From an optimization exercise on the open Yosys and OpenROAD flow, aimed at small area; shortcuts taken in it are not production practice. Only simulation tests tie the RTL to the original design; equivalence was not proved. Power figures rest on the tool's default switching activity, not on a simulated workload.

## maple
==> flow/design.v (excerpt) <==
module usb_endpoint
(
    input logic clk,
    input logic n_rst,
    input logic hsel,
    input logic [3:0] haddr,
    input logic [1:0] htrans,
    input logic [1:0] hsize,
    input logic hwrite,
    input logic [31:0] hwdata,
    input logic dplus_in,
    input logic dminus_in,
    output logic [31:0] hrdata,
    output logic hresp,
    output logic hready,
    output logic d_mode,
    output logic dplus_out,
    output logic dminus_out
);
    logic rx_data_ready, rx_transfer_active, tx_transfer_active, rx_error, flush;
    logic pid_in, pid_out, pid_ack, pid_nak;
    logic [6:0] buffer_occupancy;
    logic [7:0] rx_data, tx_data, tx_packet_data, rcv_data;
    logic get_rx_data, store_tx_data, clear, tx_error, get_tx_packet_data, store_rx_packet_data;
    logic [3:0] tx_packet;
    ahb_slave SLAVE (
        .clk(clk), .n_rst(n_rst), .hsel(hsel), .hwrite(hwrite), .htrans(htrans),
        .hsize(hsize), .haddr(haddr), .hwdata(hwdata), .rx_data(rx_data),
        .rx_data_ready(rx_data_ready), .rx_transfer_active(rx_transfer_active),
        .rx_error(rx_error), .tx_transfer_active(tx_transfer_active), .tx_error(tx_error),
        .pid_in(pid_in), .pid_out(pid_out), .pid_ack(pid_ack), .pid_nak(pid_nak),
        .buffer_occupancy(buffer_occupancy), .tx_data(tx_data),
        .store_tx_data(store_tx_data), .get_rx_data(get_rx_data), .hready(hready),
  ...
Size: ~1900 cells after synthesis, about 83 I/O pins, about 28000 um^2 of cells after synthesis.
Settings: LEC_CHECK=0, CAP_MARGIN=20, CORE_MARGIN=2, CORE_UTILIZATION=50, SLEW_MARGIN=20; clock period 10.0 ns.
standard.sh (not shown) runs the stock make flow with config.mk's settings and CLKGATE_MAP_FILE= SYNTH_SCRIPT=/design/flow/synth_recipe.tcl, a recipe that flattens the netlist after the stock synthesis.
==> flow/flow/run.sh <==
#!/bin/bash
# Standard layout with two changes: the port buffers use the smallest
# buffer cell, and clock tree synthesis balances the tree without dummy loads.
set -o pipefail
export BUFFER_PORTS_ARGS="-buffer_cell sky130_fd_sc_hd__buf_1"
export CTS_ARGS="-sink_clustering_enable -repair_clock_nets -sink_clustering_size 30 -sink_clustering_max_diameter 80 -buf_list sky130_fd_sc_hd__clkbuf_16 -dont_use_dummy_load"
bash standard.sh 2>&1 | tee standard.log
Both conditions hold for maple: the flow ran to the end and the final layout passed the timing, DRC and antenna checks.
Input changes introduced in sierra (baseline for comparison: maple):
==> flow/flow/run.sh <==
#!/bin/bash
# The standard layout with three changes:
#  - synthesis is the standard one, except that ABC maps the logic with
#    area recovery (flow/abc_map.script) in place of ORFS's speed script;
#    the registers are those of the standard synthesis;
#  - the port buffers use the smallest buffer cell;
#  - clock tree synthesis uses clkbuf_8 with clusters of 15 sinks and no
#    dummy loads.
# Each step's full output goes to a log file in this folder.
set -euo pipefail
here=$(pwd)
rm -rf "$here/scripts_abc"
cp -r "$FLOW_HOME/scripts" "$here/scripts_abc"
cp "$here/flow/abc_map.script" "$here/scripts_abc/abc_speed.script"
SCRIPTS_DIR="$here/scripts_abc" bash standard.sh synth > "$here/synth.log" 2>&1
export BUFFER_PORTS_ARGS="-buffer_cell sky130_fd_sc_hd__buf_1"
export CTS_ARGS="-sink_clustering_enable -repair_clock_nets -sink_clustering_size 15 -sink_clustering_max_diameter 60 -buf_list sky130_fd_sc_hd__clkbuf_8 -dont_use_dummy_load"
bash standard.sh > "$here/layout.log" 2>&1
==> flow/flow/abc_map.script (new file) <==
&get -n
&st
&dch -f
&nf -p -a -F 8 -A 4 -R 1000
&put
topo
stime -c
Notes after the runs:
- For the length of routed met2 wiring, sierra came in about 0.9% higher than maple did.
- sierra reports its endpoint of the most critical setup path as hready while maple reports hresp.
- The relative max-transition margin in sierra sits 0.68 points below the value recorded for maple.
- In sierra relative to maple, power per cell area had gone up by more than 10%.
Input-level comparison between violet and sierra:
==> flow/flow/run.sh <==
#!/bin/bash
# Standard layout with two changes: the port buffers use the smallest
# buffer cell, and clock tree synthesis balances the tree without dummy loads.
set -o pipefail
export BUFFER_PORTS_ARGS="-buffer_cell sky130_fd_sc_hd__buf_1"
export CTS_ARGS="-sink_clustering_enable -repair_clock_nets -sink_clustering_size 15 -sink_clustering_max_diameter 60 -buf_list sky130_fd_sc_hd__clkbuf_8 -dont_use_dummy_load"
bash standard.sh 2>&1 | tee standard.log
removed: flow/flow/abc_map.script
[summary]
violet vs sierra, post-detailed-placement cell area went up by 1.5%.
Where die area is concerned, sierra is better than violet.
Final layout net count (sierra / violet): 1.06
Of sierra and violet, the higher fraction of the cycle the final worst path needs belongs to sierra.
Minimum clock period after layout for violet: 0.19 ns down relative to sierra
On maximum fanout along the worst path, the higher figure sits with violet, not sierra.
Comparing sierra and violet, the lower gate count after technology mapping is on violet.
Routed wire length sits higher in violet than in sierra.
## Diff of input files: nickel against violet
==> flow/flow/run.sh <==
#!/bin/bash
# Standard layout with two changes: the port buffers use the smallest
# buffer cell, and clock tree synthesis balances the tree without dummy loads.
set -o pipefail
export BUFFER_PORTS_ARGS="-buffer_cell sky130_fd_sc_hd__buf_1"
export CTS_ARGS="-sink_clustering_enable -repair_clock_nets -sink_clustering_size 20 -sink_clustering_max_diameter 60 -buf_list sky130_fd_sc_hd__clkbuf_8 -dont_use_dummy_load"
bash standard.sh 2>&1 | tee standard.log
### Flow results
- Delta (nickel minus violet): overall power consumption went down 0.000075 W, fraction of standard cell area that is sequential went up, power dissipated in sequential cells now sits at about the same level.
- Clock network power: nickel vs violet down about 5%
- Number of buffers between clock root and the deepest sink of nickel is on par with violet.
- Worst max-slew margin expressed relative to the limit (nickel over violet): increase, 0.80 points
- Between nickel and violet, the difference in wire length is negligible.
- On global-route usage, nickel and violet are neck and neck.
- violet -> nickel: flip-flop and latch count delta 0, exact match

-- static timing again, ports no longer ideal --
How much do the figures lean on ideal ports? The routed layouts below were timed once more, with nothing changed but the port constraints. Step 1: set_driving_cell puts a clkbuf_16 on clk and a buf_2 on each other input, an assumption about the parent block. Step 2 adds t to the input delays and takes it off the output delays; t is the mean of the earliest and latest rising clock arrival at the registers after step 1. Input paths then give back, and output paths get back, about the clock's delay inside the block. Slacks: ideal / step 1 / step 2; pairs: ideal / step 1.
run | shift t [ns] | slack for setup (ns) | latest minus earliest clock arrival (ns)
maple | 0.619 | 4.471 / 4.447 / 4.447 | 0.071 / 0.071
sierra | 0.731 | 4.300 / 4.276 / 4.276 | 0.091 / 0.091
violet | 0.725 | 4.489 / 4.465 / 4.465 | 0.098 / 0.098
nickel | 0.722 | 4.489 / 4.465 / 4.465 | 0.096 / 0.096
After both steps setup and hold are still met in every run listed.
